This is an optimization exercise on Yosys and OpenROAD, whose aim is small area, a short achievable clock period and few clock cycles, not a production implementation.
RTL that was checked went through simulation tests only; none was proved equivalent to the original.

Setup of nickel:
// MandelbrotGen
module MandelbrotGen(
		input Clk_100M,           
		input  [4:0]BTNS,         
		input  SW0,               
		input  SW15,              
		output reg [18:0] addrA,  
		output reg [11:0] dinA,   
		output reg wea            
    );
For scale: about 40 I/O pins, ~100000 µm² of cells after synthesis.
clock: 11.0 ns
lec_check: 0
abc_area: 1
cap_margin: 70
core_margin: 2
core_utilization: 40
setup_slack_margin: 5
slew_margin: 70
synth_hierarchical: 1
synth_minimum_keep_size: 0
tns_end_percent: 0
standard.sh (not shown) runs the stock make flow with config.mk's settings and CLKGATE_MAP_FILE= SYNTH_SCRIPT=/design/flow/synth_recipe.tcl, a recipe that flattens the netlist after the stock synthesis.
==> flow/flow/run.sh <==
#!/bin/bash
# Layout flow: the standard synthesis (standard.sh synth), then the
# standard ORFS layout steps (standard.sh's make command) with these changes:
#  - the resizer's timing repair aims for a larger setup slack margin, so that
#    it shortens the critical paths below the clock period;
#  - extra ORFS variables given in EXTRA below.
# Each tool's output goes to a log file in this folder.
set -euo pipefail
MARGIN=7.5
EXTRA='BUFFER_PORTS_ARGS="-buffer_cell sky130_fd_sc_hd__buf_2"'
bash standard.sh synth > synth.log 2>&1
sed -e "s/SETUP_SLACK_MARGIN=[0-9.]*/SETUP_SLACK_MARGIN=$MARGIN/" \
    -e "s|\"\${@:-finish}\"|$EXTRA \"\${@:-finish}\"|" standard.sh > layout.sh
bash layout.sh > layout.log 2>&1
nickel did not stop at any stage, and its layout met the timing, DRC and antenna checks.
Testbench counts of nickel, summed over its fixed seeds: cycles 2,839,990.
Modified inputs, indigo compared to nickel
--- a/flow/config.mk
+++ b/flow/config.mk
@@ -11,2 +11,5 @@
 export CORE_UTILIZATION = 40
+export CTS_BUF_LIST = sky130_fd_sc_hd__clkbuf_8
+export CTS_CLUSTER_DIAMETER = 100
+export CTS_CLUSTER_SIZE = 10
 export SETUP_SLACK_MARGIN = 5
Notes after the runs:
indigo completed end to end with timing, DRC and antenna clean. Between nickel and indigo, final period demand of the worst path decreased. From indigo to nickel, synthesized area did not move at all. indigo: setup slack 0.022 ns above nickel. indigo vs nickel: critical path depth up in indigo. The number of detailed-routing iterations run before antenna repair in indigo sits 2 above the value recorded for nickel. The routed metal-1 wirelength of indigo and that of nickel are within noise of each other. indigo vs. nickel: worst hold slack decreased by 0.0076 ns relative to the old numbers, instance count of the mapped netlist comparable, cell area dropped about 1.7%.
What maple does differently from indigo at the input level:
--- a/flow/config.mk
+++ b/flow/config.mk
@@ -10,3 +10,3 @@
 export CORE_MARGIN = 2
-export CORE_UTILIZATION = 40
+export CORE_UTILIZATION = 55
 export CTS_BUF_LIST = sky130_fd_sc_hd__clkbuf_8
@@ -14,2 +14,3 @@
 export CTS_CLUSTER_SIZE = 10
+export PLACE_DENSITY = 0.7
 export SETUP_SLACK_MARGIN = 5
Going from indigo to maple, clock latency on the worst-skew pair grows by 0.04 ns. The number of global-route vias before repair of maple is higher than that of indigo. Comparing indigo and maple, the higher number of placement rows is on indigo. From indigo to maple the numbers moved as follows: area taken by flip-flops and latches +about 0.37%. indigo and maple ended up with roughly the same register fraction of the total cell area. maple -> indigo: sequential share of the synthesized area flat. Total area of multi-input combinational cells, indigo and maple, lower one = indigo. Compared with indigo, maple shows a higher global-route met2 utilization.

---

MandelbrotGen, a different RTL version from the one above (not shown whole).
Size in the first run: ~3300 cells after synthesis, about 430 flip-flops, about 40 I/O pins, roughly 0.034 mm2 of cells after synthesis.
==> flow/config.mk <==
export PLATFORM = sky130hd
export DESIGN_NAME = MandelbrotGen
export DESIGN_NICKNAME = MandelbrotGen
export VERILOG_FILES = /design/flow/design.v
export SDC_FILE = /design/flow/constraint.sdc
export NUM_CORES = 8
export LEC_CHECK = 0
export CAP_MARGIN = 70
export CORE_MARGIN = 2
export CORE_UTILIZATION = 40
export SETUP_SLACK_MARGIN = 5
export SLEW_MARGIN = 70
export SYNTH_HIERARCHICAL = 1
export SYNTH_MINIMUM_KEEP_SIZE = 0
==> flow/constraint.sdc <==
create_clock -name core_clock -period 11.0 [get_ports {Clk_100M}]
set_input_delay 2.2000 -clock core_clock [delete_from_list [all_inputs] [get_ports {Clk_100M}]]
set_output_delay 2.2000 -clock core_clock [all_outputs]
set_load 0.01 [all_outputs]
run.sh (not shown) runs the stock make flow with config.mk's settings and CLKGATE_MAP_FILE= SYNTH_SCRIPT=/design/flow/synth_recipe.tcl, a recipe that flattens the netlist after the stock synthesis.
Stock flow here: none of the scripts above is used.
Next try:
==> flow/flow/run.sh (new file) <==
#!/bin/bash
# Standard synthesis, then the standard layout steps with a larger setup
# margin for the resizer's timing repair.
set -euo pipefail
MARGIN=7
bash standard.sh synth > synth.log 2>&1
sed "s/SETUP_SLACK_MARGIN=[0-9.]*/SETUP_SLACK_MARGIN=$MARGIN/" standard.sh > layout.sh
bash layout.sh > layout.log 2>&1
==> flow/standard.sh (new file) <==
#!/bin/bash
# synth_recipe.tcl (not shown) runs the flow's synth.tcl, then flattens the netlist and writes it again
# the make line also repeats each setting of config.mk as NAME=value (left out here)
make -C /OpenROAD-flow-scripts/flow DESIGN_CONFIG=/design/flow/config.mk WORK_HOME=/design/flow/orfs CLKGATE_MAP_FILE= SYNTH_SCRIPT=/design/flow/synth_recipe.tcl "${@:-finish}"
Settings changed: TNS_END_PERCENT set to 0.
removed: flow/run.sh
The new run went through all stages and came out clean. Synthesized area does not change. Synthesized cell count stays the same.
Function was not checked in any run of this note: the RTL went through the layout flow alone.

---

job 8415:
Another version of the RTL of MandelbrotGen (not shown whole).
For scale: about 390 flip-flops, ~0.032 mm2 of cells after synthesis.
## MandelbrotGen
module MandelbrotGen(
		input Clk_100M,           
		input  [4:0]BTNS,         
		input  SW0,               
		input  SW15,              
		output reg [18:0] addrA,  
		output reg [11:0] dinA,   
		output reg wea            
    );
reg rst_q;        
reg restart;      
reg pan_im;       
reg pan_re;       
reg pan_sub;      
reg zoom;         
reg sw0_q;        
wire raw_restart = SW15 | (|BTNS);
always @(posedge Clk_100M) begin
	rst_q   <= SW15;
	restart <= raw_restart;
	pan_im  <= ~SW15 & (BTNS[0] | BTNS[1]);
	pan_re  <= ~SW15 & ~BTNS[0] & ~BTNS[1] & (BTNS[3] | BTNS[4]);
	pan_sub <= BTNS[0] | (~BTNS[1] & BTNS[3]);
	zoom    <= BTNS[2];
	sw0_q   <= SW0;
end
reg [17:0] shift, re0, im0;    
reg [9:0] xn;                  
reg [8:0] yn;                  
reg col0;                      
reg pix0;                      
reg ipar;                      
reg hpar;                      
reg [17:0] zr1, zi1, cr1, ci1;
reg [7:0] n1;                  
reg v1, d1, t1;                
reg [0:0] xc_q;
reg [17:0] t0_q;
reg [17:0] t1_q;
reg [17:0] u0_q;
reg [17:0] u1_q;
reg [17:0] yh1_q;
reg [0:0] yc_q;
reg [17:0] zh0_q;
reg [17:0] zh1_q;
reg [12:0] zl0_q;
reg [12:0] zl1_q;
reg [17:0] cr2, ci2;
reg [7:0] n2;
reg v2, d2, t2;
wire p0, p1;
mha u_p0 ((zr1[0] & zr1[4]), (zr1[1] & zr1[3]), p0, p1);
wire p2, p3;
mfa u_p2 ((zr1[0] & zr1[5]), (zr1[1] & zr1[4]), (zr1[3] & ~zr1[2]), p2, p3);
wire p4, p5;
mfa u_p4 ((zr1[0] & zr1[6]), (zr1[1] & zr1[5]), (zr1[2] & zr1[4]), p4, p5);
wire p6, p7;
mha u_p6 ((zr1[2] & zr1[3]), p3, p6, p7);
wire p8, p9;
mfa u_p8 ((zr1[0] & zr1[7]), (zr1[1] & zr1[6]), (zr1[2] & zr1[5]), p8, p9);
wire p10, p11;
mfa u_p10 ((zr1[4] & ~zr1[3]), p5, p8, p10, p11);
wire p12, p13;
mfa u_p12 ((zr1[0] & zr1[8]), (zr1[1] & zr1[7]), (zr1[2] & zr1[6]), p12, p13);
wire p14, p15;
  ...
Settings: LEC_CHECK=0, CAP_MARGIN=70, CORE_MARGIN=2, CORE_UTILIZATION=55, PLACE_DENSITY=0.7, SETUP_SLACK_MARGIN=5, SLEW_MARGIN=70, SYNTH_HIERARCHICAL=1, SYNTH_MINIMUM_KEEP_SIZE=0, TNS_END_PERCENT=0; clock period 11.0 ns.
standard.sh (not shown) runs the stock make flow with config.mk's settings and CLKGATE_MAP_FILE= SYNTH_SCRIPT=/design/flow/synth_recipe.tcl, a recipe that flattens the netlist after the stock synthesis.
==> flow/flow/run.sh <==
#!/bin/bash
# Layout flow: the standard synthesis, then the standard ORFS layout steps
# with the resizer's timing repair aiming for a larger setup slack margin, so
# that it shortens the critical paths below the clock period. Each tool's
# output goes to a log here.
set -euo pipefail
MARGIN=7.2
bash standard.sh synth > synth.log 2>&1
sed -e "s/SETUP_SLACK_MARGIN=[0-9.]*/SETUP_SLACK_MARGIN=$MARGIN/" standard.sh > layout.sh
bash layout.sh > layout.log 2>&1
Job 8415 completed; timing, DRC and antenna clean
Testbench counts of job 8415, summed over its fixed seeds: cycles 10,830,570.
Changes in job 7915 relative to job 8415:
- swapping 55 for 40 in CORE_UTILIZATION
- clearing PLACE_DENSITY, which used to be 0.7
- putting ABC_AREA at 1 where nothing was set
==> flow/flow/run.sh <==
#!/bin/bash
# Layout flow: the standard synthesis (standard.sh synth), then the
# standard ORFS layout steps (standard.sh's make command) with these changes:
#  - the resizer's timing repair aims for a larger setup slack margin, so that
#    it shortens the critical paths below the clock period;
#  - extra ORFS variables given in EXTRA below.
# Each tool's output goes to a log file in this folder.
set -euo pipefail
MARGIN=7.5
EXTRA=''
bash standard.sh synth > synth.log 2>&1
sed -e "s/SETUP_SLACK_MARGIN=[0-9.]*/SETUP_SLACK_MARGIN=$MARGIN/" \
    -e "s|\"\${@:-finish}\"|$EXTRA \"\${@:-finish}\"|" standard.sh > layout.sh
bash layout.sh > layout.log 2>&1
### Flow results
Job 7915 against job 8415: total global routing track utilization dropped 9.0 points; fraction of the cycle the final worst path needs dropped 1.8 points; area taken by multi-input logic gates dropped 4.4%.
--- input diff job 7915..job 8926 ---
==> flow/flow/run.sh <==
#!/bin/bash
# Layout flow: the standard synthesis, then the standard ORFS layout steps
# with the resizer's timing repair aiming for a larger setup slack margin, so
# that it shortens the critical paths below the clock period. Each tool's
# output goes to a log here.
set -euo pipefail
MARGIN=7.2
bash standard.sh synth > synth.log 2>&1
sed -e "s/SETUP_SLACK_MARGIN=[0-9.]*/SETUP_SLACK_MARGIN=$MARGIN/" standard.sh > layout.sh
bash layout.sh > layout.log 2>&1
Findings:
- No run among job 7915 and job 8926 stopped early or left any final violation; all are clean.
- For data required time at the worst endpoint, job 8926 and job 7915 come out practically identical.
- Comparing job 7915 and job 8926, the lower met2 track demand over resource in global routing was measured on job 8926.
- Higher fmax goes to job 7915 over job 8926.
- [compare] base=job 7915 new=job 8926: layout buffer count excluding clock buffers went down.
- The worst setup path endpoint comes out zh1_q[5] in one run and zh1_q[9] in the other, namely in job 8926 and job 7915 respectively.
Inputs modified between job 8926 and job 9323:
- clearing ABC_AREA, which used to be 1
==> flow/flow/run.sh <==
#!/bin/bash
# Layout flow: the standard synthesis (standard.sh synth), then the
# standard ORFS layout steps (standard.sh's make command) with these changes:
#  - the resizer's timing repair aims for a larger setup slack margin, so that
#    it shortens the critical paths below the clock period;
#  - extra ORFS variables given in EXTRA below.
# Each tool's output goes to a log file in this folder.
set -euo pipefail
MARGIN=7.2
EXTRA='RECOVER_POWER=100'
bash standard.sh synth > synth.log 2>&1
sed -e "s/SETUP_SLACK_MARGIN=[0-9.]*/SETUP_SLACK_MARGIN=$MARGIN/" \
    -e "s|\"\${@:-finish}\"|$EXTRA \"\${@:-finish}\"|" standard.sh > layout.sh
bash layout.sh > layout.log 2>&1
In job 9323 relative to job 8926, post-detailed-placement cell area had gone down slightly. Job 9323 against job 8926; final estimated routing congestion in global placement is down slightly. Looking at the reports, job 8926 completed the entire flow and the layout it produced met the timing, DRC and antenna checks. | job 9323 | all stages done | FAIL | max-capacitance violations, max-slew violations |.

---

Another version of the RTL of MandelbrotGen (not shown whole).
For scale: roughly 11000 cells after synthesis, ~1200 flip-flops, about 40 I/O pins, roughly 100000 um^2 of cells after synthesis.
clock: 11.0 ns
lec_check: 0
abc_area: 1
cap_margin: 70
core_margin: 2
core_utilization: 40
cts_buf_list: sky130_fd_sc_hd__clkbuf_8
cts_cluster_diameter: 100
cts_cluster_size: 10
setup_slack_margin: 5
slew_margin: 70
synth_hierarchical: 1
synth_minimum_keep_size: 0
tns_end_percent: 0
==> flow/flow/run.sh <==
#!/bin/bash
# Layout flow: the standard synthesis (standard.sh synth), then the
# standard ORFS layout steps (standard.sh's make command) with these changes:
#  - the resizer's timing repair aims for a larger setup slack margin, so that
#    it shortens the critical paths below the clock period;
#  - extra ORFS variables given in EXTRA below.
# Each tool's output goes to a log file in this folder.
set -euo pipefail
MARGIN=7.3
EXTRA='BUFFER_PORTS_ARGS="-buffer_cell sky130_fd_sc_hd__buf_2"'
bash standard.sh synth > synth.log 2>&1
sed -e "s/SETUP_SLACK_MARGIN=[0-9.]*/SETUP_SLACK_MARGIN=$MARGIN/" \
    -e "s|\"\${@:-finish}\"|$EXTRA \"\${@:-finish}\"|" standard.sh > layout.sh
bash layout.sh > layout.log 2>&1
Testbench counts at the start, summed over its fixed seeds: cycles 2,839,990.
==> next run, changes <==
--- a/flow/flow/run.sh
+++ b/flow/flow/run.sh
@@ -8,3 +8,3 @@
 set -euo pipefail
-MARGIN=7.3
+MARGIN=7.5
 EXTRA='BUFFER_PORTS_ARGS="-buffer_cell sky130_fd_sc_hd__buf_2"'
Hold slack degrades by 6.5 ps.
Fmax rises slightly.
Worst setup slack improves by 43 ps.

---

run 1:
MandelbrotGen, a different RTL version from the one above (not shown whole).
Size: ~11000 cells after synthesis, roughly 1100 flip-flops, roughly 40 I/O pins.
export LEC_CHECK = 0
export ABC_AREA = 1
export CAP_MARGIN = 40
export CORE_MARGIN = 2
export CORE_UTILIZATION = 40
export CTS_BUF_LIST = sky130_fd_sc_hd__clkbuf_8
export CTS_CLUSTER_DIAMETER = 100
export CTS_CLUSTER_SIZE = 10
export SETUP_SLACK_MARGIN = 5
export SLEW_MARGIN = 40
export SYNTH_HIERARCHICAL = 1
export SYNTH_MINIMUM_KEEP_SIZE = 0
export TNS_END_PERCENT = 0
create_clock -name core_clock -period 11.0 [get_ports {Clk_100M}]
==> flow/flow/run.sh <==
#!/bin/bash
# Layout flow: the standard synthesis (standard.sh synth), then the
# standard ORFS layout steps (standard.sh's make command) with these changes:
#  - the resizer's timing repair aims for a larger setup slack margin, so that
#    it shortens the critical paths below the clock period;
#  - extra ORFS variables given in EXTRA below.
# Each tool's output goes to a log file in this folder.
set -euo pipefail
MARGIN=7.5
EXTRA='BUFFER_PORTS_ARGS="-buffer_cell sky130_fd_sc_hd__buf_2"'
bash standard.sh synth > synth.log 2>&1
sed -e "s/SETUP_SLACK_MARGIN=[0-9.]*/SETUP_SLACK_MARGIN=$MARGIN/" \
    -e "s|\"\${@:-finish}\"|$EXTRA \"\${@:-finish}\"|" standard.sh > layout.sh
bash layout.sh > layout.log 2>&1
Run 1 went all the way through the flow, and no timing, DRC or antenna check failed.
Testbench counts of run 1, summed over its fixed seeds: cycles 2,839,990.
The inputs of run 2 differ from those of run 1 as listed below.
Settings: TNS_END_PERCENT: 0 -> 20; CAP_MARGIN: 40 -> 70; SLEW_MARGIN: 40 -> 70.
==> comparison <==
Compared with run 1, in run 2 first-pass GRT wire length now larger, multi-input logic cell count about even, worst-skew pair later-pin latency shows no meaningful change, setup slack shows an increase of 0.028 ns.
On clock slew at the register clock pins of the worst setup and hold paths, run 2 and run 1 are basically level.
Leading cell type in the layout, fill and taps excluded: sky130_fd_sc_hd__nor2_1 -> run 2, sky130_fd_sc_hd__fa_1 -> run 1
For run 3, these inputs were changed with respect to run 2:
Settings: a change of TNS_END_PERCENT from 20 to 5.
--- outcome ---
Run 3 falls short of run 2 in post-route minimum period.
Across run 2 and run 3, none had a timing, DRC or antenna violation.
Compared with run 2, placement density in the core of run 3 is lower.
Run 3 vs. run 2: routed length on met2 now smaller; finished layout cell area now smaller; number of clock buffers in the layout now larger; final weighted congestion of routability-driven global placement now larger.

==> re-timing with driven ports <==
Ports are ideal in the flow. The routed layouts listed here were re-timed in OpenROAD. Step 1 (the two cells are an assumption about what drives the block):
set clk [get_ports {Clk_100M}]
set_driving_cell -lib_cell sky130_fd_sc_hd__clkbuf_16 $clk
set_driving_cell -lib_cell sky130_fd_sc_hd__buf_2 [delete_from_list [all_inputs] $clk]
Step 2, shift: input delay + t, output delay - t, t = (earliest + latest rising clock arrival at the registers) / 2. This alone moves slack from input paths to output paths. Three values: ideal, step 1, step 2; two values: the first two.
run	t (ns)	slack for setup (ns)	hold slack, ns
nickel	0.878	7.131 / 7.131 / 7.131	0.314 / 0.314 / 0.314
indigo	1.005	7.154 / 7.154 / 7.154	0.306 / 0.306 / 0.306
maple	1.054	7.181 / 7.181 / 7.181	0.271 / 0.271 / 0.271
the first run of note 2	0.677	5.265 / 5.265 / 5.265	0.329 / 0.329 / 0.329
the second run of note 2	0.697	5.838 / 5.838 / 5.838	0.345 / 0.345 / 0.345
job 8415	0.661	7.031 / 7.031 / 7.031	0.325 / 0.325 / 0.325
job 7915	0.663	7.231 / 7.202 / 7.231	0.318 / 0.318 / 0.318
job 8926	0.662	7.127 / 7.127 / 7.127	0.323 / 0.323 / 0.323
job 9323	0.654	4.919 / 4.919 / 4.919	0.325 / 0.325 / 0.325
the first run of note 4	1.043	7.239 / 7.189 / 7.239	0.290 / 0.290 / 0.290
the second run of note 4	1.046	7.282 / 7.182 / 7.319	0.283 / 0.283 / 0.283
run 1	1.039	7.182 / 7.182 / 7.182	0.313 / 0.313 / 0.313
run 2	1.027	7.210 / 7.210 / 7.210	0.302 / 0.302 / 0.302
run 3	1.056	7.173 / 7.173 / 7.173	0.287 / 0.287 / 0.287
